This is an optimization exercise on Yosys and OpenROAD, whose aim is small area, not a production implementation.
RTL that was checked went through simulation tests only; none was proved equivalent to the original.
No functional check of the RTL was part of runs 2 to 5.
The clock port is modelled as an ideal driver, which makes a skipped or thinned clock tree look cheaper than it is; a real chip needs a root buffer or a tree.
Power is estimated from default activity; no workload was simulated.

==> design.v <==
module pwm #(
    parameter PWM_INTERVAL = 1200        
)(
    input logic clk, 
    input logic rst,
    input logic [$clog2(PWM_INTERVAL) - 1:0] pwm_value, 
    output logic pwm_out
);
    logic [$clog2(PWM_INTERVAL) - 1:0] pwm_count;
    always_ff @(posedge clk) begin
        if (rst) begin
            pwm_count <= 0;
        end
        else if (pwm_count == PWM_INTERVAL - 1) begin
            pwm_count <= 0;
        end
        else begin
            pwm_count <= pwm_count + 1;
        end
    end
    assign pwm_out = (pwm_count > pwm_value) ? 1'b0 : 1'b1;
endmodule
module fade #(
    parameter INITIAL_STATE = 3'b000,        
    parameter INC_DEC_INTERVAL = 12000,      
    parameter INC_DEC_MAX = 166,             
    parameter PWM_INTERVAL = 1200,           
    parameter INC_DEC_VAL = PWM_INTERVAL / INC_DEC_MAX
)(
    input logic clk, 
    input logic rst,
    output logic [$clog2(PWM_INTERVAL) - 1:0] pwm_value
);
    localparam PWM_INC = 3'b000;
    localparam PWM_HI = 3'b001;
    localparam PWM_HI2 = 3'b010;
    localparam PWM_DEC = 3'b011;
    localparam PWM_LO = 3'b100;
    localparam PWM_LO2 = 3'b101;
    logic [2:0] current_state;
    logic [2:0] next_state;
    logic [$clog2(INC_DEC_INTERVAL) - 1:0] count;
    logic [$clog2(INC_DEC_MAX) - 1:0] inc_dec_count;
    logic time_to_inc_dec;
    logic time_to_transition;
    assign time_to_inc_dec = (count == INC_DEC_INTERVAL - 1);
    assign time_to_transition = time_to_inc_dec && (inc_dec_count == INC_DEC_MAX - 1);
    always_ff @(posedge clk) begin
        if (rst)
            current_state <= INITIAL_STATE;
        else if (time_to_transition)
            current_state <= next_state;
    end
    always_comb begin
        next_state = PWM_INC;
        case (current_state)
            PWM_INC:
                next_state = PWM_HI;
            PWM_HI:
                next_state = PWM_HI2;
            PWM_HI2:
                next_state = PWM_DEC;
            PWM_DEC:
                next_state = PWM_LO;
            PWM_LO:
                next_state = PWM_LO2;
            PWM_LO2:
                next_state = PWM_INC;
            default:
                next_state = PWM_INC;
        endcase
    end
    always_ff @(posedge clk) begin
        if (rst) begin
            count <= 0;
        end
        else if (count == INC_DEC_INTERVAL - 1) begin
            count <= 0;
        end
        else begin
            count <= count + 1;
        end
    end
    always_ff @(posedge clk) begin
        if (rst) begin
            if (INITIAL_STATE == PWM_HI || INITIAL_STATE == PWM_HI2 || INITIAL_STATE == PWM_DEC)
                pwm_value <= INC_DEC_VAL * (INC_DEC_MAX);
            else
                pwm_value <= 0;
        end
        else if (time_to_inc_dec) begin
            case (current_state)
                PWM_INC:
                    pwm_value <= pwm_value + INC_DEC_VAL;
                PWM_DEC:
                    pwm_value <= pwm_value - INC_DEC_VAL;
                default: ;
            endcase
        end
    end
    always_ff @(posedge clk) begin
        if (rst) begin
            inc_dec_count <= 0;
        end
        else if (time_to_inc_dec) begin
            if (inc_dec_count == INC_DEC_MAX - 1) begin
                inc_dec_count <= 0;
            end
            else begin
                inc_dec_count <= inc_dec_count + 1;
            end
        end
    end
endmodule
module top #(
    parameter PWM_INTERVAL = 1200        
)(
    input logic     clk, 
    input logic     rst,
    output logic    RGB_R,
    output logic    RGB_G,
    output logic    RGB_B
);
    logic [$clog2(PWM_INTERVAL) - 1:0] rgb_r_pwm_value;
    logic [$clog2(PWM_INTERVAL) - 1:0] rgb_g_pwm_value;
    logic [$clog2(PWM_INTERVAL) - 1:0] rgb_b_pwm_value;
    logic rgb_r_pwm_out;
    logic rgb_g_pwm_out;
    logic rgb_b_pwm_out;
    fade #(
        .INITIAL_STATE  (3'b010),  
        .PWM_INTERVAL   (PWM_INTERVAL)
    ) u1 (
        .clk            (clk), 
        .rst            (rst),
        .pwm_value      (rgb_r_pwm_value)
    );
    pwm #(
        .PWM_INTERVAL   (PWM_INTERVAL)
    ) u2 (
        .clk            (clk), 
        .rst            (rst),
        .pwm_value      (rgb_r_pwm_value), 
        .pwm_out        (rgb_r_pwm_out)
    );
    fade #(
        .INITIAL_STATE  (3'b000),  
        .PWM_INTERVAL   (PWM_INTERVAL)
    ) u3 (
        .clk            (clk), 
        .rst            (rst),
        .pwm_value      (rgb_g_pwm_value)
    );
    pwm #(
        .PWM_INTERVAL   (PWM_INTERVAL)
    ) u4 (
        .clk            (clk), 
        .rst            (rst),
        .pwm_value      (rgb_g_pwm_value), 
        .pwm_out        (rgb_g_pwm_out)
    );
    fade #(
        .INITIAL_STATE  (3'b100),    
        .PWM_INTERVAL   (PWM_INTERVAL)
    ) u5 (
        .clk            (clk), 
        .rst            (rst),
        .pwm_value      (rgb_b_pwm_value)
    );
    pwm #(
        .PWM_INTERVAL   (PWM_INTERVAL)
    ) u6 (
        .clk            (clk), 
        .rst            (rst),
        .pwm_value      (rgb_b_pwm_value), 
        .pwm_out        (rgb_b_pwm_out)
    );
    assign RGB_R = ~rgb_r_pwm_out;
    assign RGB_G = ~rgb_g_pwm_out;
    assign RGB_B = ~rgb_b_pwm_out;
endmodule
==> run.sh <==
#!/bin/bash
# synth_recipe.tcl (not shown) runs the flow's synth.tcl, then flattens the netlist and writes it again
# the make line also repeats each setting of config.mk as NAME=value (left out here)
make -C /OpenROAD-flow-scripts/flow DESIGN_CONFIG=/design/flow/config.mk WORK_HOME=/design/flow/orfs CLKGATE_MAP_FILE= SYNTH_SCRIPT=/design/flow/synth_recipe.tcl finish
==> config.mk <==
export PLATFORM = sky130hd
export DESIGN_NAME = top
export DESIGN_NICKNAME = top
export VERILOG_FILES = /design/flow/design.v
export SDC_FILE = /design/flow/constraint.sdc
export NUM_CORES = 4
export LEC_CHECK = 0
export CAP_MARGIN = 20
export CORE_MARGIN = 2
export CORE_UTILIZATION = 40
export SLEW_MARGIN = 20
==> constraint.sdc <==
create_clock -name core_clock -period 10.0 [get_ports {clk}]
set_input_delay 2.0000 -clock core_clock [delete_from_list [all_inputs] [get_ports {clk}]]
set_output_delay 2.0000 -clock core_clock [all_outputs]
set_load 0.01 [all_outputs]
==> results.sh, run 1 <==
export IMPL_wl_per_cell_microns=12.3
export IMPL_rr_startpoint="u1.current_state[1]"
export IMPL_cts_sinks=141
export IMPL_p_seq_share_pct=46.6
export IMPL_grt_pass1_vias=5829
export IMPL_yosysTopAreaCellShare_pct=35.6
export IMPL_cp_end_kind="output port"
export IMPL_hold_path_class="reg -> reg"
export IMPL_min_period_over_period_pct=45.6
export IMPL_antenna_found_initial=0
export IMPL_crit_required_ns=8.00
export IMPL_setup_tns_ns=0
export IMPL_clkLatencyLatePin_ns=0.42
export IMPL_synth_top_family_by_area="simple AND/OR/NAND/NOR gates"
export IMPL_synth_compound_gate_area_share_pct=12.4
export IMPL_critPathKind="reg -> out"
export IMPL_maxCapViolCount=0
export IMPL_synth_simple_area_share_pct=24.3
export IMPL_grt_usage_pct=15.4
export IMPL_worstSetupStartpoint="u3.pwm_value[6]"
export IMPL_antenna_left=0
export IMPL_coreArea_sq_mm=0.0195
export IMPL_reg2reg_slack_ns=6.83
export IMPL_crit_path_start_kind="register"
export IMPL_port_buffer_count=4
export IMPL_clock_root_buffer="clkbuf_16"
export IMPL_dp_hpwl_microns=10300
export IMPL_grt_first_pass_wirelength_microns=26400
export IMPL_grt_overflow=0
export IMPL_min_period_ns=4.56
export IMPL_intPower_uw=974
export IMPL_rr_worst_depth=10
export IMPL_cts_max_path_buffers=2
export IMPL_reg2reg_to="u1.pwm_value[10]"
export IMPL_setup_ws_ns=5.44
export IMPL_yosysTopAreaCell="dfxtp_1"
export IMPL_status="timing/DRC/antenna clean"
export IMPL_hold_viol=0
export IMPL_avgSynthCellArea_sq_um=8.49
export IMPL_cts_resized=0
export IMPL_hold_path_cell_count=1
export IMPL_rsz0062_at_grt="no"
export IMPL_die_area_sq_mm=0.0210
export IMPL_fp_dieH_microns=145
export IMPL_clkTransAtPathRegs_ns=0.06
export IMPL_globalplace_congestion=0.789
export IMPL_drive_gt1_share_pct=5.24
export IMPL_grt_max_degree=53
export IMPL_antenna_cells=0
export IMPL_crit_arrival_ns=2.56
export IMPL_powerDensity_mw_per_mm2=140
export IMPL_hold_buffers=0
export IMPL_p_clk_share_pct=50.1
export IMPL_syn_inst=934
export IMPL_die_w_microns=145
export IMPL_drc=0
export IMPL_synth_mux_area_share_pct=1.03
export IMPL_num_vias=6164
export IMPL_crit_path_end="RGB_G"
export IMPL_synthesis_area_sq_mm=0.00793
export IMPL_setup_viol=0
export IMPL_yosysWarnings=4
export IMPL_syn_num_nets=1011
export IMPL_synth_async_reset_ratio_pct=0
export IMPL_io_pins=5
export IMPL_initial_core_util_pct=40.8
export IMPL_skew_ns=0.00810
export IMPL_synth_xor_area_share_pct=11.0
export IMPL_dpl_worst_slack_ns=5.91
export IMPL_cts_setup_buffers=0
export IMPL_worstMarginPinSlew_ns=1.04
export IMPL_numCtsBuffers=17
export IMPL_max_clock_freq_mhz=219
export IMPL_netSwitchingPower_uw=260
export IMPL_synth_ff_latch_count=141
export IMPL_synth_cell_type_count=62
export IMPL_first_iter_violations=173
export IMPL_synth_flop_cell="dfxtp_1"
export IMPL_p_sw_share_pct=21.1
export IMPL_combPwrFrac_pct=3.3
export IMPL_wl_microns=15000
export IMPL_ys_seq_area_share_pct=35.6
export IMPL_path_max_fanout=3
export IMPL_viasPerCell=5.06
export IMPL_syn_to_final_growth_pct=11.4
export IMPL_synth_enable_flop_cells=0
export IMPL_fp_row_count=51
export IMPL_slew_viol_final=0
export IMPL_h_tree_depth=4
export IMPL_p_leak_nw=3.46
export IMPL_final_net_count=1020
export IMPL_drt_pre_antenna_iters=4
export IMPL_synthAdderAreaFrac_pct=12.1
export IMPL_cts_tree="yes"
export IMPL_synthTopCellsByArea="dfxtp_1 36%, ha_1 11%, xor2_1 7.4%, nor2_1 7.1%, nand3_1 3.7%"
export IMPL_relSlewSlack_pct=30.3
export IMPL_ir_drop_mv=0.110
## logic make-up (layout without fill, tap and decap cells)
| logic type | after synthesis | in the layout |
|---|---|---|
| fa+ha+maj | 75 | 75 |
| simple gates | 388 | 388 |
| flops | 141 | 141 |
| xor+xnor | 100 | 100 |
| compound gates | 148 | 148 |
| mux | 8 | 8 |
| buf+inv | 74 | 94 |
## synthesized netlist by cell type, drive strengths merged (4+ instances only)
library cell / number
nor4: 5
o21bai: 5
nand4: 28
nand3: 58
mux2i: 7
ha: 72
nor3: 8
and4: 8
a21oi: 48
a21o: 10
a211oi: 9
or3: 5
clkbuf: 11
and3: 10
o2111ai: 4
o21ai: 21
xor2: 67
and2: 4
o21a: 17
nand2: 67
nor2: 151
nor2b: 16
dfxtp: 141
inv: 56
or2: 6
buf: 7
nor4b: 5
or4b: 4
xnor2: 33
## layer usage
metal | global-route usage [%] | part of all wire (%) | vias up
met5 | 0 | 0 | -
met4 | 5.67 | 1.4 | 0
met3 | 3.13 | 1.6 | 18
met2 | 24.2 | 44 | 52
met1 | 20.9 | 53 | 2820
li1 | - | - | 3274
## state kept, by name, summed over array words and instances (netlist names), 11 cells and up
name,count
u5.pwm_value,11
u1.pwm_value,11
u4.pwm_count,11
u2.pwm_count,11
u1.count,14
u3.pwm_value,11
u6.pwm_count,11
u3.count,14
u5.count,14
## layout by cell type, fill, tap and decap left out, types with 4 or more instances in the layout
cell type / instances
and3_1: 10
clkbuf_8: 4
clkinv_2: 4
buf_4: 4
and4_1: 8
ha_1: 72
and2_1: 4
or2_2: 6
nor2b_1: 16
nor2_1: 151
o21ai_0: 21
inv_1: 56
xor2_1: 67
a21o_1: 10
xnor2_1: 33
nand4_1: 28
a211oi_1: 6
clkbuf_16: 17
a21oi_1: 48
o2111ai_1: 4
nor3_1: 8
nor4b_1: 4
or3_1: 5
nand2_1: 67
o21bai_1: 5
dfxtp_1: 141
mux2i_1: 7
o21a_1: 17
nand3_1: 58
## metrics by stage
| stage | utilization, % | hold slack, ns | total power, mW | instances | instance area (sq um) |
|---|---|---|---|---|---|
| detailed placement | 42.4 | 0.453 | 0.628 | 1189 | 8260 |
| floorplan | - | 0.426 | 0.615 | 934 | 7930 |
| global route | 45.4 | 0.495 | 1.28 | 1219 | 8830 |
| finish | 45.4 | 0.461 | 1.23 | 1219 | 8830 |
| global placement | 42.4 | 0.448 | 0.628 | 1189 | 8260 |
| CTS | 45.4 | 0.468 | 1.25 | 1219 | 8830 |
## critical path: stages, from the launching register on
cell and delay (ns):
dfxtp_1 0.35, inv_1 0.05, ha_1 0.30, a21o_1 0.16
a21oi_1 0.15, nor2b_1 0.06, a2111oi_0 0.45, a21oi_1 0.12
clkdlybuf4s50_1 0.50
## worst min-delay path by stage
stage,startpoint,end,slack (ns)
after floorplan,u2.pwm_count[0],u2.pwm_count[0],0.43
after global placement,u1.count[0],u1.count[0],0.45
after detailed placement,u2.pwm_count[0],u2.pwm_count[0],0.45
after CTS,u2.pwm_count[0],u2.pwm_count[0],0.47
after global routing,u2.pwm_count[0],u2.pwm_count[0],0.50
final,u2.pwm_count[0],u2.pwm_count[0],0.46
## power groups by stage
stage | Sequential [mW] | Clock [mW] | Combinational, mW
3_5_place_dp | 0.587 | 0 | 0.0408
6_report | 0.575 | 0.619 | 0.0405
5_1_grt | 0.576 | 0.658 | 0.0468
2_1_floorplan | 0.586 | 0 | 0.0298
4_1_cts | 0.575 | 0.635 | 0.0415
3_3_place_gp | 0.587 | 0 | 0.0404
## cell type report
type,instances,area [sq um]
fill,1931,10600
tap,265,332
multi-input combinational,719,4830
clock inverter,7,87.6
timing repair buffer,8,65.1
inverter,56,210
clock buffer,23,488
sequential,141,2820
==> run 2, diff against run 1 <==
==> design.v (replaced) <==
module pwm (
    input  logic       clk,
    input  logic       rst,
    output logic [7:0] c,
    output logic       wrap        
);
    logic [2:0] b;
    assign wrap = c[7] & c[5] & c[3] & c[2] & b[0];
    always_ff @(posedge clk) begin
        if (rst || wrap) begin
            b <= 3'b001;
            c <= 8'd0;
        end else begin
            b <= {b[1:0], b[2] ^ b[1]};
            if (b == 3'b001)
                c <= c + 8'd1;
        end
    end
endmodule
module fade (
    input  logic       clk,
    input  logic       rst,
    input  logic       wrap,
    output logic [7:0] m,
    output logic [2:0] j
);
    logic [3:0] q;       
    logic       step;
    logic       up;
    logic       last;
    logic [8:0] t;       
    assign step = wrap & q[3] & q[0];    
    assign up   = j[0] ^ j[1] ^ j[2];
    assign last = up ? (m[7] & m[5] & m[2] & m[0]) : (m[7:1] == 7'd0);
    always_comb begin
        t[0] = step;
        for (int i = 0; i < 8; i++)
            t[i+1] = t[i] & (m[i] ~^ up);
    end
    always_ff @(posedge clk) begin
        if (rst)
            q <= 4'd0;
        else if (wrap)
            q <= step ? 4'd0 : q + 4'd1;
    end
    always_ff @(posedge clk) begin
        if (rst)
            m <= 8'd0;
        else
            m <= m ^ t[7:0];
    end
    always_ff @(posedge clk) begin
        if (rst)
            j <= 3'b001;
        else if (step && last)
            j <= {j[1], j[0], ~j[2]};
    end
endmodule
module top (
    input  logic clk,
    input  logic rst,
    output logic RGB_R,
    output logic RGB_G,
    output logic RGB_B
);
    logic [7:0] c;
    logic       wrap;
    logic [7:0] m;
    logic [2:0] j;
    pwm u_pwm (.clk(clk), .rst(rst), .c(c), .wrap(wrap));
    fade u_fade (.clk(clk), .rst(rst), .wrap(wrap), .m(m), .j(j));
    logic hi_on, ramp_on, lo_on;
    assign hi_on   = ~(c[7] & c[5] & (c[3] | (c[2] & c[1] & c[0])));   
    always_comb begin
        ramp_on = 1'b1;
        for (int i = 0; i < 8; i++)
            ramp_on = (m[i] & ~c[i]) | ((m[i] | ~c[i]) & ramp_on);
    end
    assign lo_on   = (c == 8'd0);
    function automatic logic chan(input logic x, input logic y,
                                  input logic h, input logic r, input logic l);
        chan = (x & y) ? h : ((x | y) ? r : l);
    endfunction
    assign RGB_G = ~chan( j[0],  j[1], hi_on, ramp_on, lo_on);
    assign RGB_R = ~chan(~j[1], ~j[2], hi_on, ramp_on, lo_on);
    assign RGB_B = ~chan( j[2], ~j[0], hi_on, ramp_on, lo_on);
endmodule
==> flow/run.sh (new file) <==
#!/bin/bash
# Standard ORFS layout, with two changes:
#  - synthesis maps logic with an area-oriented ABC script (flow/abc_area.script)
#    and without the half/full adder cell map; everything else in synthesis,
#    including flip-flop mapping and naming, is the standard synth_recipe.tcl.
#  - port buffers use the smallest buffer cell.
set -euo pipefail
cd "$(dirname "$0")/.."
W=$PWD
rm -rf "$W/scripts_area"
cp -r "$FLOW_HOME/scripts" "$W/scripts_area"
cp "$W/flow/abc_area.script" "$W/scripts_area/abc_speed.script"
bash standard.sh SCRIPTS_DIR="$W/scripts_area" ADDER_MAP_FILE= synth > "$W/synth.log" 2>&1
bash standard.sh "BUFFER_PORTS_ARGS=-buffer_cell sky130_fd_sc_hd__buf_1" finish > "$W/layout.log" 2>&1
==> flow/abc_area.script (new file) <==
strash
dc2
dch -f
amap
strash
dc2
dch -f
amap
==> standard.sh (new file) <==
#!/bin/bash
# synth_recipe.tcl (not shown) runs the flow's synth.tcl, then flattens the netlist and writes it again
# the make line also repeats each setting of config.mk as NAME=value (left out here)
make -C /OpenROAD-flow-scripts/flow DESIGN_CONFIG=/design/flow/config.mk WORK_HOME=/design/flow/orfs CLKGATE_MAP_FILE= SYNTH_SCRIPT=/design/flow/synth_recipe.tcl "${@:-finish}"
--- a/config.mk
+++ b/config.mk
@@ -8,4 +8,5 @@
 export CAP_MARGIN = 20
 export CORE_MARGIN = 2
 export CORE_UTILIZATION = 40
+export CTS_BUF_LIST = sky130_fd_sc_hd__clkbuf_8
 export SLEW_MARGIN = 20
removed: run.sh
==> results.sh, run 2 <==
export IMPL_hold_path_class="reg -> reg"
export IMPL_numCtsBuffers=3
export IMPL_slew_viol_final=0
export IMPL_grt_max_degree=16
export IMPL_maxCapViolCount=0
export IMPL_num_vias=1155
export IMPL_globalplace_congestion=0.878
export IMPL_dp_hpwl_microns=1950
export IMPL_p_seq_share_pct=59.4
export IMPL_path_cells="clkinv_1, o211ai_1, o221ai_1, o221ai_1, o221ai_1, o21ai_0, o21ai_0, o221ai_1, o221ai_1, o21a_1, a221o_1, buf_1"
export IMPL_post_synth_top_count_cell="nor2_1"
export IMPL_p_clk_share_pct=32.7
export IMPL_antenna_found_initial=0
export IMPL_cpMostUsedCell="o221ai_1"
export IMPL_cp_end_kind="output port"
export IMPL_io_pins=5
export IMPL_synth_flop_cell="dfxtp_1"
export IMPL_synthAdderAreaFrac_pct=0
export IMPL_yosysWarnings=3
export IMPL_initial_core_util_pct=41.1
export IMPL_synth_ff_latch_count=26
export IMPL_antenna_cells=0
export IMPL_synth_cell_type_count=23
export IMPL_coreArea_sq_mm=0.00298
export IMPL_worstMarginPinSlew_ns=0.624
export IMPL_wl_microns=2500
export IMPL_synth_compound_gate_area_share_pct=25.9
export IMPL_setup_viol=0
export IMPL_hold_viol=0
export IMPL_critPathTopFamily="compound AO/OA/AOI/OAI gates"
export IMPL_reg_largest_list="u_fade.m (8), u_pwm.c (8), u_fade.q (4)"
export IMPL_viasPerCell=5.63
export IMPL_critPathKind="reg -> out"
export IMPL_drc=0
export IMPL_intPower_uw=139
export IMPL_clkTransAtPathRegs_ns=0.08
export IMPL_synth_common_cells="31 x nor2_1, 27 x clkinv_1, 26 x dfxtp_1"
export IMPL_synth_xor_area_share_pct=0
export IMPL_cts_tree="yes"
export IMPL_antenna_left=0
export IMPL_yosysTopAreaCell="dfxtp_1"
export IMPL_grt_pass1_vias=1059
export IMPL_min_period_over_period_pct=42.3
export IMPL_synth_simple_area_share_pct=23.3
export IMPL_p_sw_share_pct=22.9
export IMPL_grt_first_pass_wirelength_microns=4460
export IMPL_synth_mux_area_share_pct=0
export IMPL_wl_per_cell_microns=12.2
export IMPL_path_max_fanout=4
export IMPL_dpl_worst_slack_ns=6.05
export IMPL_status="timing/DRC/antenna clean"
export IMPL_ys_seq_area_share_pct=42.5
export IMPL_cts_sinks=26
export IMPL_first_iter_violations=42
export IMPL_crit_arrival_ns=2.23
export IMPL_die_w_microns=59.3
export IMPL_slowest_delay_ns=0.38
export IMPL_final_common_cell="nor2_1"
export IMPL_clkLatencyLatePin_ns=0.27
export IMPL_synth_top_family_by_area="compound AO/OA/AOI/OAI gates"
export IMPL_path_buf_inv=2
export IMPL_grt_overflow=0
export IMPL_synthTopCellsByArea="dfxtp_1 43%, nor2_1 9.5%, clkinv_1 8.3%, o221ai_1 5.0%, nor3_1 4.9%"
export IMPL_reg2reg_slack_ns=7.06
export IMPL_netSwitchingPower_uw=41.2
export IMPL_fp_dieH_microns=59.3
export IMPL_rsz0062_at_grt="no"
export IMPL_yosysTopAreaCellShare_pct=42.5
export IMPL_max_clock_freq_mhz=236
export IMPL_die_area_sq_mm=0.00352
export IMPL_final_net_count=176
export IMPL_setup_tns_ns=0
export IMPL_cts_resized=0
export IMPL_hold_buffers=0
export IMPL_ir_drop_mv=0.0420
export IMPL_critPathSlowestCell="dfxtp_1"
export IMPL_synth_async_reset_ratio_pct=0
export IMPL_synthesis_area_sq_mm=0.00122
export IMPL_drive_gt1_share_pct=1.74
export IMPL_crit_required_ns=8.00
export IMPL_final_cell_mix="31 x nor2_1, 27 x clkinv_1, 26 x dfxtp_1"
export IMPL_cts_setup_buffers=0
export IMPL_setup_ws_ns=5.77
export IMPL_drt_pre_antenna_iters=4
export IMPL_syn_inst=165
export IMPL_synth_enable_flop_cells=0
export IMPL_avgSynthCellArea_sq_um=7.42
export IMPL_skew_ns=0.00163
export IMPL_combPwrFrac_pct=7.9
export IMPL_grt_usage_pct=16.4
export IMPL_syn_to_final_growth_pct=7.98
export IMPL_min_period_ns=4.23
export IMPL_p_leak_nw=0.405
export IMPL_clock_root_buffer="clkbuf_8"
export IMPL_powerDensity_mw_per_mm2=136
export IMPL_relSlewSlack_pct=58.4
export IMPL_h_tree_depth=1
export IMPL_fp_row_count=20
export IMPL_syn_num_nets=167
export IMPL_crit_path_start_kind="register"
export IMPL_cts_max_path_buffers=2
export IMPL_port_buffer_count=4
[run 2: cell count changes after synthesis, moves of 16 or more]
cell | before | now
xnor2_1 | 33 | 0
clkinv_1 | 0 | 27
nand3_1 | 58 | 4
a21oi_1 | 48 | 8
ha_1 | 72 | 0
nand2_1 | 67 | 12
nand4_1 | 28 | 0
inv_1 | 56 | 0
nor2_1 | 151 | 31
dfxtp_1 | 141 | 26
o21a_1 | 17 | 1
xor2_1 | 67 | 0
[run 2: cell type report]
class                           instances  area, sq um
Sequential cell                        26          520
Timing Repair Buffer                    4         15.0
Inverter                               27          101
Multi-Input combinational cell        112          602
Tap cell                               33         41.3
Clock buffer                            3         41.3
Fill cell                             314         1660
[run 2: routing by layer]
metal,global-route usage [%],up-vias,part of all wire (%)
met5,0,-,0
met4,7.47,0,1.8
met3,2.62,5,1.7
met2,28.3,7,48
met1,19.9,540,48
li1,-,603,-
[run 2: tightest hold or removal path, delay by kind of cell (launching register included)]
| kind | cells | cell delay [ns] |
|---|---|---|
| flops | 1 | 0.31 |
| simple gates | 1 | 0.04 |
| buf+inv | 1 | 0.06 |
[run 2: power groups by stage]
stage / Combinational [mW] / Sequential, mW / Clock (mW)
finish: 0.0142 / 0.107 / 0.0587
global route: 0.0162 / 0.107 / 0.0645
CTS: 0.0143 / 0.107 / 0.0603
detailed placement: 0.0142 / 0.109 / 0
global placement: 0.0140 / 0.109 / 0
floorplan: 0.0110 / 0.109 / 0
[run 2: per-stage QoR]
| step | instance area, sq um | total power, mW | cells | hold slack (ns) | util (%) |
|---|---|---|---|---|---|
| after floorplan | 1220 | 0.120 | 165 | 0.419 | - |
| final | 1320 | 0.180 | 205 | 0.448 | 44.4 |
| after global routing | 1320 | 0.188 | 205 | 0.458 | 44.4 |
| after detailed placement | 1280 | 0.123 | 202 | 0.432 | 43.0 |
| after global placement | 1280 | 0.123 | 202 | 0.439 | 43.0 |
| after CTS | 1320 | 0.181 | 205 | 0.448 | 44.4 |
[run 2: path summary, 6_finish.rpt]
path | depth (start not counted) | to | from
worst max-delay path | 12 | RGB_B | u_fade.m[1]
worst min-delay path | 2 | u_pwm.b[1] | u_pwm.b[0]
worst max register to register | 10 | u_fade.j[2] | u_fade.j[2]
worst min register to register | 2 | u_pwm.b[1] | u_pwm.b[0]
[run 2: cells by family after synthesis]
kind of cell           count (synthesis)
AOI/OAI and AO/OA                     46
buffers and inverters                 27
DFF                                   26
and+or+nand+nor                       66
==> run 3, diff against run 2 <==
==> flow/run.sh (replaced) <==
#!/bin/bash
# Standard ORFS layout, with these changes:
#  - synthesis maps logic with an area-oriented ABC script (flow/abc_area.script)
#    and without the half/full adder cell map; everything else in synthesis,
#    including flip-flop mapping and naming, is the standard synth_recipe.tcl.
#  - port buffers use the smallest buffer cell.
#  - clock tree synthesis takes its arguments from flow/cts_args.
# Each tool's output goes to a log file in the work folder (synth.log, layout.log)
# besides ORFS's own per-step logs under orfs/logs.
set -euo pipefail
cd "$(dirname "$0")/.."
W=$PWD
rm -rf "$W/scripts_area"
cp -r "$FLOW_HOME/scripts" "$W/scripts_area"
cp "$W/flow/abc_area.script" "$W/scripts_area/abc_speed.script"
bash standard.sh SCRIPTS_DIR="$W/scripts_area" ADDER_MAP_FILE= synth > "$W/synth.log" 2>&1
bash standard.sh "BUFFER_PORTS_ARGS=-buffer_cell sky130_fd_sc_hd__buf_1" \
    "CTS_ARGS=$(cat "$W/flow/cts_args")" finish > "$W/layout.log" 2>&1
==> flow/cts_args (new file) <==
-repair_clock_nets -root_buf sky130_fd_sc_hd__clkbuf_8 -buf_list sky130_fd_sc_hd__clkbuf_8
--- a/config.mk
+++ b/config.mk
@@ -8,5 +8,4 @@
 export CAP_MARGIN = 20
 export CORE_MARGIN = 2
 export CORE_UTILIZATION = 40
-export CTS_BUF_LIST = sky130_fd_sc_hd__clkbuf_8
 export SLEW_MARGIN = 20
==> results.sh, run 3 <==
export IMPL_coreArea_sq_mm=0.00298
export IMPL_fp_row_count=20
export IMPL_post_synth_top_count_cell="nor2_1"
export IMPL_wl_microns=2500
export IMPL_io_pins=5
export IMPL_viasPerCell=5.63
export IMPL_syn_to_final_growth_pct=7.98
export IMPL_cts_sinks=26
export IMPL_min_period_over_period_pct=42.3
export IMPL_maxCapViolCount=0
export IMPL_die_area_sq_mm=0.00352
export IMPL_relSlewSlack_pct=58.4
export IMPL_cts_max_path_buffers=2
export IMPL_worstHoldStart="u_pwm.b[0]"
export IMPL_yosysTopAreaCellShare_pct=42.5
export IMPL_num_vias=1155
export IMPL_synth_async_reset_ratio_pct=0
export IMPL_grt_overflow=0
export IMPL_fp_dieH_microns=59.3
export IMPL_grt_usage_pct=16.4
export IMPL_drive_gt1_share_pct=1.74
export IMPL_setup_viol=0
export IMPL_max_clock_freq_mhz=236
export IMPL_final_cell_mix="31 x nor2_1, 27 x clkinv_1, 26 x dfxtp_1"
export IMPL_skew_ns=0.00163
export IMPL_clock_root_buffer="clkbuf_8"
export IMPL_wl_per_cell_microns=12.2
export IMPL_slew_viol_final=0
export IMPL_hold_buffers=0
export IMPL_yosysTopAreaCell="dfxtp_1"
export IMPL_rsz0062_at_grt="no"
export IMPL_cts_setup_buffers=0
export IMPL_fill_cells=314
export IMPL_die_w_microns=59.3
export IMPL_whs_endpoint="u_pwm.b[1]"
export IMPL_synthesis_area_sq_mm=0.00122
export IMPL_globalplace_congestion=0.878
export IMPL_ys_seq_area_share_pct=42.5
export IMPL_worstMarginPinSlew_ns=0.624
export IMPL_first_iter_violations=42
export IMPL_min_period_ns=4.23
export IMPL_initial_core_util_pct=41.1
export IMPL_avgSynthCellArea_sq_um=7.42
export IMPL_crit_arrival_ns=2.23
export IMPL_port_buffer_count=4
export IMPL_reg2reg_slack_ns=7.06
export IMPL_grt_max_degree=16
export IMPL_rr_worst_depth=10
export IMPL_hold_viol=0
export IMPL_rr_startpoint="u_fade.j[2]"
export IMPL_cp_end_kind="output port"
export IMPL_hold_ws_ns=0.448
export IMPL_drt_pre_antenna_iters=4
export IMPL_reg_largest_list="u_fade.m (8), u_pwm.c (8), u_fade.q (4)"
export IMPL_antenna_cells=0
export IMPL_h_tree_depth=1
export IMPL_critPathKind="reg -> out"
export IMPL_synth_ff_latch_count=26
export IMPL_synth_common_cells="31 x nor2_1, 27 x clkinv_1, 26 x dfxtp_1"
export IMPL_path_max_fanout=4
export IMPL_reg2reg_to="u_fade.j[2]"
export IMPL_grt_pass1_vias=1059
export IMPL_synth_flop_cell="dfxtp_1"
export IMPL_cts_tree="yes"
export IMPL_synthTopCellsByArea="dfxtp_1 43%, nor2_1 9.5%, clkinv_1 8.3%, o221ai_1 5.0%, nor3_1 4.9%"
export IMPL_powerDensity_mw_per_mm2=136
export IMPL_ir_drop_mv=0.0420
export IMPL_setup_tns_ns=0
export IMPL_crit_required_ns=8.00
export IMPL_synth_enable_flop_cells=0
export IMPL_numCtsBuffers=3
export IMPL_syn_num_nets=167
export IMPL_antenna_left=0
export IMPL_yosysWarnings=3
export IMPL_hold_path_class="reg -> reg"
export IMPL_dp_hpwl_microns=1950
export IMPL_antenna_found_initial=0
export IMPL_status="timing/DRC/antenna clean"
export IMPL_crit_path_start_kind="register"
export IMPL_syn_inst=165
export IMPL_hold_path_cell_count=2
export IMPL_synth_cell_type_count=23
export IMPL_cts_resized=0
export IMPL_grt_first_pass_wirelength_microns=4460
export IMPL_p_leak_nw=0.405
export IMPL_clkLatencyLatePin_ns=0.27
export IMPL_final_net_count=176
export IMPL_clkTransAtPathRegs_ns=0.08
export IMPL_drc=0
export IMPL_final_common_cell="nor2_1"
export IMPL_worstSetupStartpoint="u_fade.m[1]"
run 3: cell counts in the layout (fill, tap and decap cells not counted):
No cell type changed its count.
run 3: power breakdown:
group / switching (mW) / internal (mW) / total (mW) / leakage, nW
Sequential: 0.00161 / 0.105 / 0.107 / 0.211
Clock: 0.0317 / 0.0270 / 0.0587 / 0.0216
Combinational: 0.00785 / 0.00636 / 0.0142 / 0.172
Total: 0.0412 / 0.139 / 0.180 / 0.405
run 3: cell type report:
cell class              count  area, sq um  area share [%]
clock buffers               3         41.3            3.12
inverters                  27          101            7.67
multi-input cells         112          602            45.5
flip-flops and latches     26          520            39.4
well taps                  33         41.3            3.12
repair buffers              4         15.0            1.14
run 3: worst max path at each step:
stage,endpoint,slack (ns)
global placement,RGB_B,6.10
detailed placement,RGB_B,6.05
global route,RGB_B,5.55
finish,RGB_B,5.77
floorplan,RGB_B,6.26
CTS,RGB_B,5.75
run 3: routing by layer:
layer | vias to the layer above | GRT usage (%) | wire length (microns)
met5 | - | 0 | 0
met4 | 0 | 7.47 | 46
met3 | 5 | 2.62 | 43
met2 | 7 | 28.3 | 1200
met1 | 540 | 19.9 | 1210
li1 | 603 | - | -
run 3: cells by family after synthesis:
logic type	share of synthesized area [%]
AND/OR/NAND/NOR	23.3
flip-flops	42.5
AO/OA/AOI/OAI	25.9
buffers and inverters	8.28
run 3: per-stage QoR:
stage               std cells  utilization [%]  cell area (sq um)  worst slack (ns)  power, mW
floorplan                 165                -               1220              6.26      0.120
global placement          202             43.0               1280              6.10      0.123
detailed placement        202             43.0               1280              6.05      0.123
CTS                       205             44.4               1320              5.75      0.181
global route              205             44.4               1320              5.55      0.188
finish                    205             44.4               1320              5.77      0.180
run 3: critical path: stages (launching register included):
cell,delay [ns]
dfxtp_1,0.38
clkinv_1,0.13
o211ai_1,0.17
o221ai_1,0.13
o221ai_1,0.08
o221ai_1,0.13
o21ai_0,0.08
o21ai_0,0.09
o221ai_1,0.07
o221ai_1,0.13
o21a_1,0.15
a221o_1,0.29
buf_1,0.13
==> run 4, diff against run 3 <==
--- a/flow/run.sh
+++ b/flow/run.sh
@@ -4,7 +4,8 @@
 #    and without the half/full adder cell map; everything else in synthesis,
 #    including flip-flop mapping and naming, is the standard synth_recipe.tcl.
 #  - port buffers use the smallest buffer cell.
-#  - clock tree synthesis takes its arguments from flow/cts_args.
+#  - clock tree synthesis takes its arguments from flow/cts_args; then
+#    flow/post_cts.tcl resizes or collapses the tree as flow/clk_cells says.
 # Each tool's output goes to a log file in the work folder (synth.log, layout.log)
 # besides ORFS's own per-step logs under orfs/logs.
 set -euo pipefail
@@ -15,4 +16,5 @@
 cp "$W/flow/abc_area.script" "$W/scripts_area/abc_speed.script"
 bash standard.sh SCRIPTS_DIR="$W/scripts_area" ADDER_MAP_FILE= synth > "$W/synth.log" 2>&1
 bash standard.sh "BUFFER_PORTS_ARGS=-buffer_cell sky130_fd_sc_hd__buf_1" \
-    "CTS_ARGS=$(cat "$W/flow/cts_args")" finish > "$W/layout.log" 2>&1
+    "CTS_ARGS=$(cat "$W/flow/cts_args")" POST_CTS_TCL="$W/flow/post_cts.tcl" \
+    $(cat "$W/flow/clk_cells") finish > "$W/layout.log" 2>&1
==> flow/clk_cells (new file) <==
CLK_COLLAPSE=1 CLK_LEAF_CELL=sky130_fd_sc_hd__clkbuf_8 CLK_ROOT_CELL=sky130_fd_sc_hd__clkbuf_16
==> flow/cts_args (replaced) <==
-sink_clustering_enable -repair_clock_nets -buf_list sky130_fd_sc_hd__clkbuf_8
==> flow/post_cts.tcl (new file) <==
# After clock tree synthesis: collapse the clock tree into one buffer.
# The clock port drives a single buffer (CLK_ROOT_CELL), which drives every
# register's clock pin; the leaf buffers CTS made are removed.
set block [ord::get_db_block]
set db [ord::get_db]
set root [$block findInst clkbuf_0_clk]
set rootnet [[$root findITerm X] getNet]
set leaves {}
foreach it [$rootnet getITerms] {
  set inst [$it getInst]
  if { $inst != $root && [string match "sky130_fd_sc_hd__clkbuf_*" [[$inst getMaster] getName]] } {
    lappend leaves $inst
  }
}
if { $::env(CLK_COLLAPSE) } {
  foreach inst $leaves {
    set leafnet [[$inst findITerm X] getNet]
    foreach it [$leafnet getITerms] {
      if { [$it getInst] != $inst } {
        $it disconnect
        $it connect $rootnet
      }
    }
    odb::dbInst_destroy $inst
    odb::dbNet_destroy $leafnet
  }
} else {
  foreach inst $leaves {
    $inst swapMaster [$db findMaster $::env(CLK_LEAF_CELL)]
  }
}
$root swapMaster [$db findMaster $::env(CLK_ROOT_CELL)]
detailed_placement
check_placement -verbose
==> results.sh, run 4 <==
export IMPL_status="timing/DRC/antenna clean"
export IMPL_fp_dieH_microns=59.3
export IMPL_wl_microns=2550
export IMPL_synth_common_cells="31 x nor2_1, 27 x clkinv_1, 26 x dfxtp_1"
export IMPL_path_cells="clkinv_1, o211ai_1, o221ai_1, o221ai_1, o221ai_1, o21ai_0, o21ai_0, o221ai_1, o221ai_1, o21a_1, a221o_1, buf_1"
export IMPL_grt_max_degree=27
export IMPL_crit_arrival_ns=2.14
export IMPL_drt_pre_antenna_iters=6
export IMPL_globalplace_congestion=0.878
export IMPL_clkLatencyLatePin_ns=0.16
export IMPL_skew_ns=0.00346
export IMPL_rsz0062_at_grt="no"
export IMPL_grt_first_pass_wirelength_microns=4390
export IMPL_antenna_left=0
export IMPL_port_buffer_count=4
export IMPL_final_net_count=174
export IMPL_critPathSlowestCell="dfxtp_1"
export IMPL_grt_overflow=0
export IMPL_p_leak_nw=0.395
export IMPL_cp_end_kind="output port"
export IMPL_fin_util_pct=43.8
export IMPL_die_w_microns=59.3
export IMPL_die_area_sq_mm=0.00352
export IMPL_crit_path_start_kind="register"
export IMPL_worstMarginPinSlew_ns=0.623
export IMPL_maxCapViolCount=0
export IMPL_synth_async_reset_ratio_pct=0
export IMPL_antenna_cells=0
export IMPL_avgSynthCellArea_sq_um=7.42
export IMPL_synthAdderAreaFrac_pct=0
export IMPL_rr_worst_depth=10
export IMPL_syn_num_nets=167
export IMPL_coreArea_sq_mm=0.00298
export IMPL_fp_row_count=20
export IMPL_crit_required_ns=8.00
export IMPL_syn_to_final_growth_pct=6.65
export IMPL_io_pins=5
export IMPL_powerDensity_mw_per_mm2=128
export IMPL_setup_tns_ns=0
export IMPL_reg_largest_list="u_fade.m (8), u_pwm.c (8), u_fade.q (4)"
export IMPL_cts_sinks=26
export IMPL_clkTransAtPathRegs_ns=0.10
export IMPL_cpMostUsedCell="o221ai_1"
export IMPL_dp_hpwl_microns=1950
export IMPL_critPathKind="reg -> out"
export IMPL_synthesis_area_sq_mm=0.00122
export IMPL_synth_flop_cell="dfxtp_1"
export IMPL_synth_xor_area_share_pct=0
export IMPL_setup_viol=0
export IMPL_antenna_found_initial=0
export IMPL_synth_mux_area_share_pct=0
export IMPL_final_cell_mix="31 x nor2_1, 27 x clkinv_1, 26 x dfxtp_1"
export IMPL_grt_usage_pct=18.4
export IMPL_ir_drop_mv=0.0630
export IMPL_yosysWarnings=3
export IMPL_synth_ff_latch_count=26
export IMPL_yosysTopAreaCell="dfxtp_1"
export IMPL_synth_cell_type_count=23
export IMPL_first_iter_violations=102
export IMPL_synth_top_family_by_area="compound AO/OA/AOI/OAI gates"
export IMPL_synth_compound_gate_area_share_pct=25.9
export IMPL_hold_viol=0
export IMPL_yosysTopAreaCellShare_pct=42.5
export IMPL_path_max_fanout=4
export IMPL_wl_per_cell_microns=12.6
export IMPL_relSlewSlack_pct=58.5
export IMPL_post_synth_top_count_cell="nor2_1"
export IMPL_hold_path_cell_count=2
export IMPL_syn_inst=165
export IMPL_num_vias=1165
export IMPL_synthTopCellsByArea="dfxtp_1 43%, nor2_1 9.5%, clkinv_1 8.3%, o221ai_1 5.0%, nor3_1 4.9%"
export IMPL_ys_seq_area_share_pct=42.5
export IMPL_min_period_ns=4.14
export IMPL_viasPerCell=5.74
export IMPL_drc=0
export IMPL_drive_gt1_share_pct=0.588
export IMPL_max_clock_freq_mhz=241
export IMPL_synth_enable_flop_cells=0
export IMPL_grt_pass1_vias=1079
export IMPL_initial_core_util_pct=41.1
export IMPL_final_common_cell="nor2_1"
export IMPL_synth_simple_area_share_pct=23.3
export IMPL_min_period_over_period_pct=41.4
export IMPL_slowest_delay_ns=0.39
export IMPL_slew_viol_final=0
export IMPL_hold_path_class="reg -> reg"
[run 4: cell counts after synthesis]
Identical to the previous run, type by type.
[run 4: final timing paths]
path / startpoint / end / slack, ns
min: u_pwm.b[0] / u_pwm.b[1] / 0.45
min reg2reg: u_pwm.b[0] / u_pwm.b[1] / 0.45
max: u_fade.m[1] / RGB_B / 5.86
max reg2reg: u_fade.j[2] / u_fade.j[2] / 7.06
[run 4: cell type report]
type | count | area, sq um
inverters | 27 | 101
multi-input cells | 112 | 602
well taps | 33 | 41.3
repair buffers | 4 | 15.0
fillers | 313 | 1670
clock buffers | 1 | 25.0
flip-flops and latches | 26 | 520
[run 4: kinds of logic after synthesis]
family	Yosys count
AOI/OAI and AO/OA	46
buffers and inverters	27
DFF	26
and+or+nand+nor	66
[run 4: per-layer routing]
metal | up-vias | routed length, microns | track usage (%)
met3 | 2 | 116 | 2.18
met5 | - | 0 | 0
li1 | 599 | - | -
met1 | 539 | 1160 | 23.0
met4 | 0 | 19 | 5.84
met2 | 25 | 1260 | 32.8
[run 4: critical path: cells and delay by family (launching register included)]
kind | cells | cell delay (ns)
AO/OA/AOI/OAI | 10 | 1.32
buffers and inverters | 2 | 0.26
flip-flops | 1 | 0.39
[run 4: through the flow]
stage               power [mW]  setup WS, ns  hold WS [ns]  cell area (sq um)  instances
floorplan                0.120          6.26         0.419               1220        165
global placement         0.123          6.10         0.439               1280        202
detailed placement       0.123          6.05         0.432               1280        202
global route             0.174          5.62         0.462               1310        203
finish                   0.167          5.86         0.448               1310        203
[run 4: where the power goes]
group          total [mW]  switching (mW)  internal (mW)
Clock              0.0455          0.0270         0.0185
Combinational      0.0143         0.00794        0.00636
Sequential          0.107         0.00157          0.105
Total               0.167          0.0365          0.130
==> run 5, diff against run 4 <==
==> flow/clk_cells (replaced) <==
CLK_COLLAPSE=0 CLK_LEAF_CELL=sky130_fd_sc_hd__clkbuf_8 CLK_ROOT_CELL=sky130_fd_sc_hd__clkbuf_2
==> results.sh, run 5 <==
export IMPL_synth_enable_flop_cells=0
export IMPL_final_net_count=176
export IMPL_io_pins=5
export IMPL_synth_ff_latch_count=26
export IMPL_synth_cell_type_count=23
export IMPL_path_cells="clkinv_1, o211ai_1, o221ai_1, o221ai_1, o221ai_1, o21ai_0, o21ai_0, o221ai_1, o221ai_1, o21a_1, a221o_1, buf_1"
export IMPL_cts_sinks=26
export IMPL_yosysWarnings=3
export IMPL_die_area_sq_mm=0.00352
export IMPL_powerDensity_mw_per_mm2=132
export IMPL_antenna_found_initial=0
export IMPL_dp_cells=202
export IMPL_combPwrFrac_pct=8.2
export IMPL_synth_flop_cell="dfxtp_1"
export IMPL_slowest_delay_ns=0.38
export IMPL_antenna_left=0
export IMPL_cpMostUsedCell="o221ai_1"
export IMPL_dpl_worst_slack_ns=6.05
export IMPL_setup_viol=0
export IMPL_crit_arrival_ns=2.27
export IMPL_stdcell_count=205
export IMPL_min_period_over_period_pct=42.7
export IMPL_synthTopCellsByArea="dfxtp_1 43%, nor2_1 9.5%, clkinv_1 8.3%, o221ai_1 5.0%, nor3_1 4.9%"
export IMPL_synth_common_cells="31 x nor2_1, 27 x clkinv_1, 26 x dfxtp_1"
export IMPL_maxCapViolCount=0
export IMPL_p_seq_share_pct=61.5
export IMPL_initial_core_util_pct=41.1
export IMPL_p_clk_share_pct=30.3
export IMPL_coreArea_sq_mm=0.00298
export IMPL_max_clock_freq_mhz=234
export IMPL_critPathKind="reg -> out"
export IMPL_setup_ws_ns=5.73
export IMPL_num_vias=1157
export IMPL_status="timing/DRC/antenna clean"
export IMPL_antenna_cells=0
export IMPL_dp_hpwl_microns=1950
export IMPL_wl_microns=2510
export IMPL_globalplace_congestion=0.878
export IMPL_viasPerCell=5.64
export IMPL_crit_path_start_kind="register"
export IMPL_ys_seq_area_share_pct=42.5
export IMPL_cp_end_kind="output port"
export IMPL_clkLatencyLatePin_ns=0.30
export IMPL_syn_inst=165
export IMPL_grt_overflow=0
export IMPL_fp_row_count=20
export IMPL_synth_async_reset_ratio_pct=0
export IMPL_crit_required_ns=8.00
export IMPL_wl_per_cell_microns=12.3
export IMPL_yosysTopAreaCell="dfxtp_1"
export IMPL_grt_usage_pct=16.4
export IMPL_die_w_microns=59.3
export IMPL_grt_max_degree=16
export IMPL_fp_dieH_microns=59.3
export IMPL_slew_viol_final=0
export IMPL_hold_viol=0
export IMPL_port_buffer_count=4
export IMPL_post_synth_top_count_cell="nor2_1"
export IMPL_clkTransAtPathRegs_ns=0.08
export IMPL_path_max_fanout=4
export IMPL_grt_first_pass_wirelength_microns=4460
export IMPL_path_buf_inv=2
export IMPL_ir_drop_mv=0.0419
export IMPL_hold_ws_ns=0.450
export IMPL_avgSynthCellArea_sq_um=7.42
export IMPL_first_iter_violations=43
export IMPL_min_period_ns=4.27
export IMPL_syn_num_nets=167
export IMPL_reg_largest_list="u_fade.m (8), u_pwm.c (8), u_fade.q (4)"
export IMPL_cts_tree="yes"
export IMPL_syn_to_final_growth_pct=7.26
export IMPL_relSlewSlack_pct=58.6
export IMPL_rsz0062_at_grt="no"
export IMPL_intPower_uw=132
export IMPL_critPathSlowestCell="dfxtp_1"
export IMPL_setup_tns_ns=0
export IMPL_hold_path_class="reg -> reg"
export IMPL_yosysTopAreaCellShare_pct=42.5
export IMPL_p_sw_share_pct=23.8
export IMPL_skew_ns=0.00126
export IMPL_final_cell_mix="31 x nor2_1, 27 x clkinv_1, 26 x dfxtp_1"
export IMPL_synthesis_area_sq_mm=0.00122
export IMPL_drt_pre_antenna_iters=4
export IMPL_grt_pass1_vias=1059
export IMPL_worstMarginPinSlew_ns=0.620
export IMPL_drive_gt1_share_pct=1.74
export IMPL_netSwitchingPower_uw=41.4
export IMPL_drc=0
export IMPL_final_common_cell="nor2_1"
export IMPL_critPathTopFamily="compound AO/OA/AOI/OAI gates"
export IMPL_p_leak_nw=0.402
run 5: power groups by stage:
stage | logic, mW | registers (mW) | clock network (mW)
floorplan | 0.0110 | 0.109 | 0
global placement | 0.0140 | 0.109 | 0
detailed placement | 0.0142 | 0.109 | 0
global route | 0.0162 | 0.107 | 0.0584
finish | 0.0142 | 0.107 | 0.0527
run 5: worst paths after layout:
kind,from,end,slack (ns),depth (start not counted)
worst min-delay path,u_pwm.b[0],u_pwm.b[1],0.45,2
worst max register to register,u_fade.j[2],u_fade.j[2],7.06,10
worst max-delay path,u_fade.m[1],RGB_B,5.73,12
worst min register to register,u_pwm.b[0],u_pwm.b[1],0.45,2
run 5: layer usage:
layer  up-vias  GRT usage (%)  part of all wire (%)  routed length (microns)
met5         -              0                     0                        0
met4         0           7.47                   1.8                       46
met3         5           2.62                   1.8                       44
met2         7           28.3                    48                     1220
met1       543           19.9                    48                     1200
li1        602              -                     -                        -
run 5: metrics by stage:
stage          total power, mW  utilization [%]  area (sq um)
3_5_place_dp             0.123             43.0          1280
3_3_place_gp             0.123             43.0          1280
2_1_floorplan            0.120                -          1220
6_report                 0.174             44.1          1310
5_1_grt                  0.182             44.1          1310
run 5: worst register-to-register path, stage by stage, from the launching register on:
cell      delay [ns]
dfxtp_1         0.38
clkinv_1        0.16
a21oi_1         0.28
nor2_1          0.06
a21oi_1         0.39
clkinv_1        0.27
nor3_1          0.27
a31oi_1         0.11
nor3_1          0.44
clkinv_1        0.17
a221oi_1        0.30
run 5: final cells by class:
type | instances | area [sq um]
Clock buffer | 3 | 32.5
Multi-Input combinational cell | 112 | 602
Timing Repair Buffer | 4 | 15.0
Fill cell | 314 | 1670
Inverter | 27 | 101
Tap cell | 33 | 41.3
Sequential cell | 26 | 520
run 5: logic make-up (layout without fill, tap and decap cells):
family          Yosys count  count (layout)  synth area share [%]
simple gates             66              66                  23.3
flops                    26              26                  42.5
buf+inv                  27              34                  8.28
compound gates           46              46                  25.9
==> run 6, diff against run 5 <==
--- a/design.v
+++ b/design.v
@@ -5,14 +5,14 @@
     output logic       wrap        
 );
     logic [2:0] b;
-    assign wrap = c[7] & c[5] & c[3] & c[2] & b[0];
+    assign wrap = c[7] & c[5] & c[3] & c[2] & b[1];
     always_ff @(posedge clk) begin
         if (rst || wrap) begin
-            b <= 3'b001;
+            b <= 3'd0;
             c <= 8'd0;
         end else begin
-            b <= {b[1:0], b[2] ^ b[1]};
-            if (b == 3'b001)
+            b <= (b == 3'd6) ? 3'd0 : b + 3'd1;
+            if (b == 3'd0)
                 c <= c + 8'd1;
         end
     end
@@ -28,15 +28,9 @@
     logic       step;
     logic       up;
     logic       last;
-    logic [8:0] t;       
     assign step = wrap & q[3] & q[0];    
     assign up   = j[0] ^ j[1] ^ j[2];
-    assign last = up ? (m[7] & m[5] & m[2] & m[0]) : (m[7:1] == 7'd0);
-    always_comb begin
-        t[0] = step;
-        for (int i = 0; i < 8; i++)
-            t[i+1] = t[i] & (m[i] ~^ up);
-    end
+    assign last = up ? (m == 8'd165) : (m == 8'd1);
     always_ff @(posedge clk) begin
         if (rst)
             q <= 4'd0;
@@ -46,8 +40,8 @@
     always_ff @(posedge clk) begin
         if (rst)
             m <= 8'd0;
-        else
-            m <= m ^ t[7:0];
+        else if (step)
+            m <= up ? m + 8'd1 : m - 8'd1;
     end
     always_ff @(posedge clk) begin
         if (rst)
@@ -71,11 +65,7 @@
     fade u_fade (.clk(clk), .rst(rst), .wrap(wrap), .m(m), .j(j));
     logic hi_on, ramp_on, lo_on;
     assign hi_on   = ~(c[7] & c[5] & (c[3] | (c[2] & c[1] & c[0])));   
-    always_comb begin
-        ramp_on = 1'b1;
-        for (int i = 0; i < 8; i++)
-            ramp_on = (m[i] & ~c[i]) | ((m[i] | ~c[i]) & ramp_on);
-    end
+    assign ramp_on = (c <= m);
     assign lo_on   = (c == 8'd0);
     function automatic logic chan(input logic x, input logic y,
                                   input logic h, input logic r, input logic l);
==> run.sh (new file) <==
#!/bin/bash
# synth_recipe.tcl (not shown) runs the flow's synth.tcl, then flattens the netlist and writes it again
# the make line also repeats each setting of config.mk as NAME=value (left out here)
make -C /OpenROAD-flow-scripts/flow DESIGN_CONFIG=/design/flow/config.mk WORK_HOME=/design/flow/orfs CLKGATE_MAP_FILE= SYNTH_SCRIPT=/design/flow/synth_recipe.tcl finish
removed: flow/run.sh
removed: flow/abc_area.script
removed: flow/clk_cells
removed: flow/cts_args
removed: flow/post_cts.tcl
removed: standard.sh
==> results.sh, run 6 <==
export IMPL_power_total_uw=228
export IMPL_grt_first_pass_wirelength_microns=5560
export IMPL_antenna_cells=0
export IMPL_avgSynthCellArea_sq_um=8.46
export IMPL_synth_enable_flop_cells=0
export IMPL_multi_input_area_sq_mm=0.00110
export IMPL_powerDensity_mw_per_mm2=122
export IMPL_grt_pass1_vias=1190
export IMPL_synth_flop_cell="dfxtp_1"
export IMPL_hold_path_class="reg -> reg"
export IMPL_dpl_worst_slack_ns=5.76
export IMPL_path_cells="inv_1, ha_1, nor2b_1, o211ai_1, a21oi_1, o21ai_0, o311ai_0, clkdlybuf4s50_1"
export IMPL_crit_required_ns=8.00
export IMPL_min_period_over_period_pct=45.9
export IMPL_syn_inst=204
export IMPL_fp_row_count=23
export IMPL_final_common_cell="nor2_1"
export IMPL_drive_gt1_share_pct=8.21
export IMPL_hold_buffers=0
export IMPL_setup_viol=0
export IMPL_yosysTopAreaCellShare_pct=30.2
export IMPL_numCtsBuffers=3
export IMPL_clkLatencyLatePin_ns=0.27
export IMPL_clock_root_buffer="clkbuf_8"
export IMPL_setup_tns_ns=0
export IMPL_path_max_fanout=7
export IMPL_first_iter_violations=42
export IMPL_reg_largest_list="u_fade.m (8), u_pwm.c (8), u_fade.q (4)"
export IMPL_wl_per_cell_microns=12.5
export IMPL_synth_ff_latch_count=26
export IMPL_wl_microns=3220
export IMPL_slew_viol_final=0
export IMPL_final_net_count=230
export IMPL_cts_sinks=26
export IMPL_p_sw_share_pct=23.0
export IMPL_hold_viol=0
export IMPL_grt_overflow=0
export IMPL_worstMarginPinSlew_ns=0.771
export IMPL_globalplace_congestion=0.810
export IMPL_regArea_sq_um=520
export IMPL_rsz0062_at_grt="no"
export IMPL_io_pins=5
export IMPL_cp_end_kind="output port"
export IMPL_die_area_sq_mm=0.00485
export IMPL_cts_resized=0
export IMPL_synthTopCellsByArea="dfxtp_1 30%, ha_1 15%, nor2_1 6.3%, xnor2_1 6.1%, inv_1 3.7%"
export IMPL_clkTransAtPathRegs_ns=0.09
export IMPL_die_w_microns=69.7
export IMPL_grt_max_degree=18
export IMPL_post_synth_top_count_cell="nor2_1"
export IMPL_skew_ns=0.00511
export IMPL_antenna_found_initial=0
export IMPL_initial_core_util_pct=42.2
export IMPL_p_leak_nw=0.699
export IMPL_critPathKind="reg -> out"
export IMPL_drc=0
export IMPL_num_vias=1328
export IMPL_yosysWarnings=3
export IMPL_cts_tree="yes"
export IMPL_status="timing/DRC/antenna clean"
export IMPL_slowest_delay_ns=0.60
export IMPL_fill_cells=432
export IMPL_critPathTopFamily="buffers and inverters"
export IMPL_h_tree_depth=1
export IMPL_crit_path_start_kind="register"
export IMPL_p_seq_share_pct=47.9
export IMPL_relSlewSlack_pct=48.3
export IMPL_critPathSlowestCell="clkdlybuf4s50_1"
export IMPL_min_period_ns=4.59
export IMPL_synth_async_reset_ratio_pct=0
export IMPL_syn_to_final_growth_pct=8.27
export IMPL_path_buf_inv=2
export IMPL_syn_num_nets=226
export IMPL_drt_pre_antenna_iters=4
export IMPL_fin_util_pct=45.7
export IMPL_synth_cell_type_count=46
export IMPL_cts_max_path_buffers=2
export IMPL_p_clk_share_pct=38.2
export IMPL_grt_usage_pct=14.0
export IMPL_setup_ws_ns=5.41
export IMPL_max_clock_freq_mhz=218
export IMPL_yosysTopAreaCell="dfxtp_1"
export IMPL_maxCapViolCount=0
export IMPL_dp_hpwl_microns=2400
export IMPL_netSwitchingPower_uw=52.4
export IMPL_synthesis_area_sq_mm=0.00173
export IMPL_ys_seq_area_share_pct=30.2
export IMPL_cts_setup_buffers=0
export IMPL_viasPerCell=5.17
export IMPL_combPwrFrac_pct=13.9
export IMPL_final_cell_mix="29 x nor2_1, 26 x dfxtp_1, 20 x ha_1"
export IMPL_crit_arrival_ns=2.59
export IMPL_intPower_uw=176
export IMPL_antenna_left=0
export IMPL_synth_common_cells="29 x nor2_1, 26 x dfxtp_1, 20 x ha_1"
export IMPL_port_buffer_count=4
export IMPL_ir_drop_mv=0.0860
export IMPL_coreArea_sq_mm=0.00409
export IMPL_fp_dieH_microns=69.7
-- run 6: cell count changes after synthesis, sizes merged, moves of 5 or more --
cell | before | now
xnor2 | 0 | 13
ha | 0 | 20
inv | 0 | 17
nor3 | 12 | 6
clkinv | 27 | 0
a211oi | 7 | 1
xor2 | 0 | 5
nand3 | 4 | 9
o221ai | 7 | 0
-- run 6: power by group through the flow --
stage / logic, mW / registers, mW / clock network (mW)
global placement: 0.0315 / 0.112 / 0
global route: 0.0367 / 0.110 / 0.0973
CTS: 0.0320 / 0.109 / 0.0909
finish: 0.0316 / 0.109 / 0.0871
detailed placement: 0.0318 / 0.112 / 0
floorplan: 0.0222 / 0.111 / 0
-- run 6: worst paths after layout --
check | start | to | slack, ns | cells past startpoint
worst max-delay path | u_fade.m[1] | RGB_G | 5.41 | 8
worst min-delay path | u_fade.q[3] | u_fade.q[3] | 0.48 | 2
worst max register to register | u_fade.j[1] | u_fade.m[2] | 7.85 | 7
worst min register to register | u_fade.q[3] | u_fade.q[3] | 0.48 | 2
-- run 6: worst register-to-register path: stages, from the launching register on --
cell     delay [ns]
dfxtp_1        0.47
inv_1          0.10
ha_1           0.40
xor2_1         0.44
mux2_2         0.39
nand2_1        0.08
xnor2_1        0.12
nor2_1         0.05
-- run 6: final cells by class --
type                    instances  area share [%]
multi-input cells             155            59.0
clock buffers                   3            2.21
well taps                      50            3.35
clock inverters                 1            1.61
flip-flops and latches         26            27.9
repair buffers                  5            2.55
inverters                      17            3.42
-- run 6: cells by family after synthesis --
kind of cell	after synthesis	share of synthesized area (%)
buffers and inverters	23	5.95
and+or+nand+nor	82	25.0
muxes	2	1.23
AOI/OAI and AO/OA	33	12.9
DFF	26	30.2
xor gates and xnor gates	18	10.2
adders and majority gates	20	14.5
-- run 6: per-layer routing --
metal / vias to the layer above / track usage (%) / routed length [microns]
met4: 0 / 2.56 / 30
met2: 11 / 21.9 / 1410
met5: - / 0 / 0
met1: 605 / 19.5 / 1700
met3: 2 / 3.63 / 74
li1: 710 / - / -
-- run 6: metrics by stage --
stage / instance area (sq um) / cells / hold WS, ns
after CTS: 1870 / 257 / 0.483
after global placement: 1800 / 253 / 0.463
final: 1870 / 257 / 0.480
after global routing: 1870 / 257 / 0.529
after detailed placement: 1800 / 253 / 0.469
after floorplan: 1730 / 204 / 0.443

-- static timing again, ports no longer ideal --
In the flow no input, the clock included, has a driving cell. The finished layouts below were timed again as built, in two steps.
Step 1 assumes that a clkbuf_16 drives the clock port and a buf_2 every other input.
Step 2 adds t to the input delays and takes it off the output delays; t is the mean of the earliest and latest rising clock arrival at the registers after step 1. Input paths then give back, and output paths get back, about the clock's delay inside the block.
Three values: ideal ports, drivers, drivers and shift; two values: the first two.
run	t, ns	setup WS [ns]	worst setup path at the end
run 1	0.454	5.438 / 5.397 / 5.851	register to output
run 2	0.291	5.767 / 5.744 / 6.036	register to output
run 3	0.291	5.767 / 5.744 / 6.036	register to output
run 4	0.189	5.855 / 5.828 / 6.017	register to output
run 5	0.324	5.734 / 5.714 / 6.037	register to output
run 6	0.294	5.409 / 5.384 / 5.678	register to output
After both steps setup and hold are still met in every run listed.
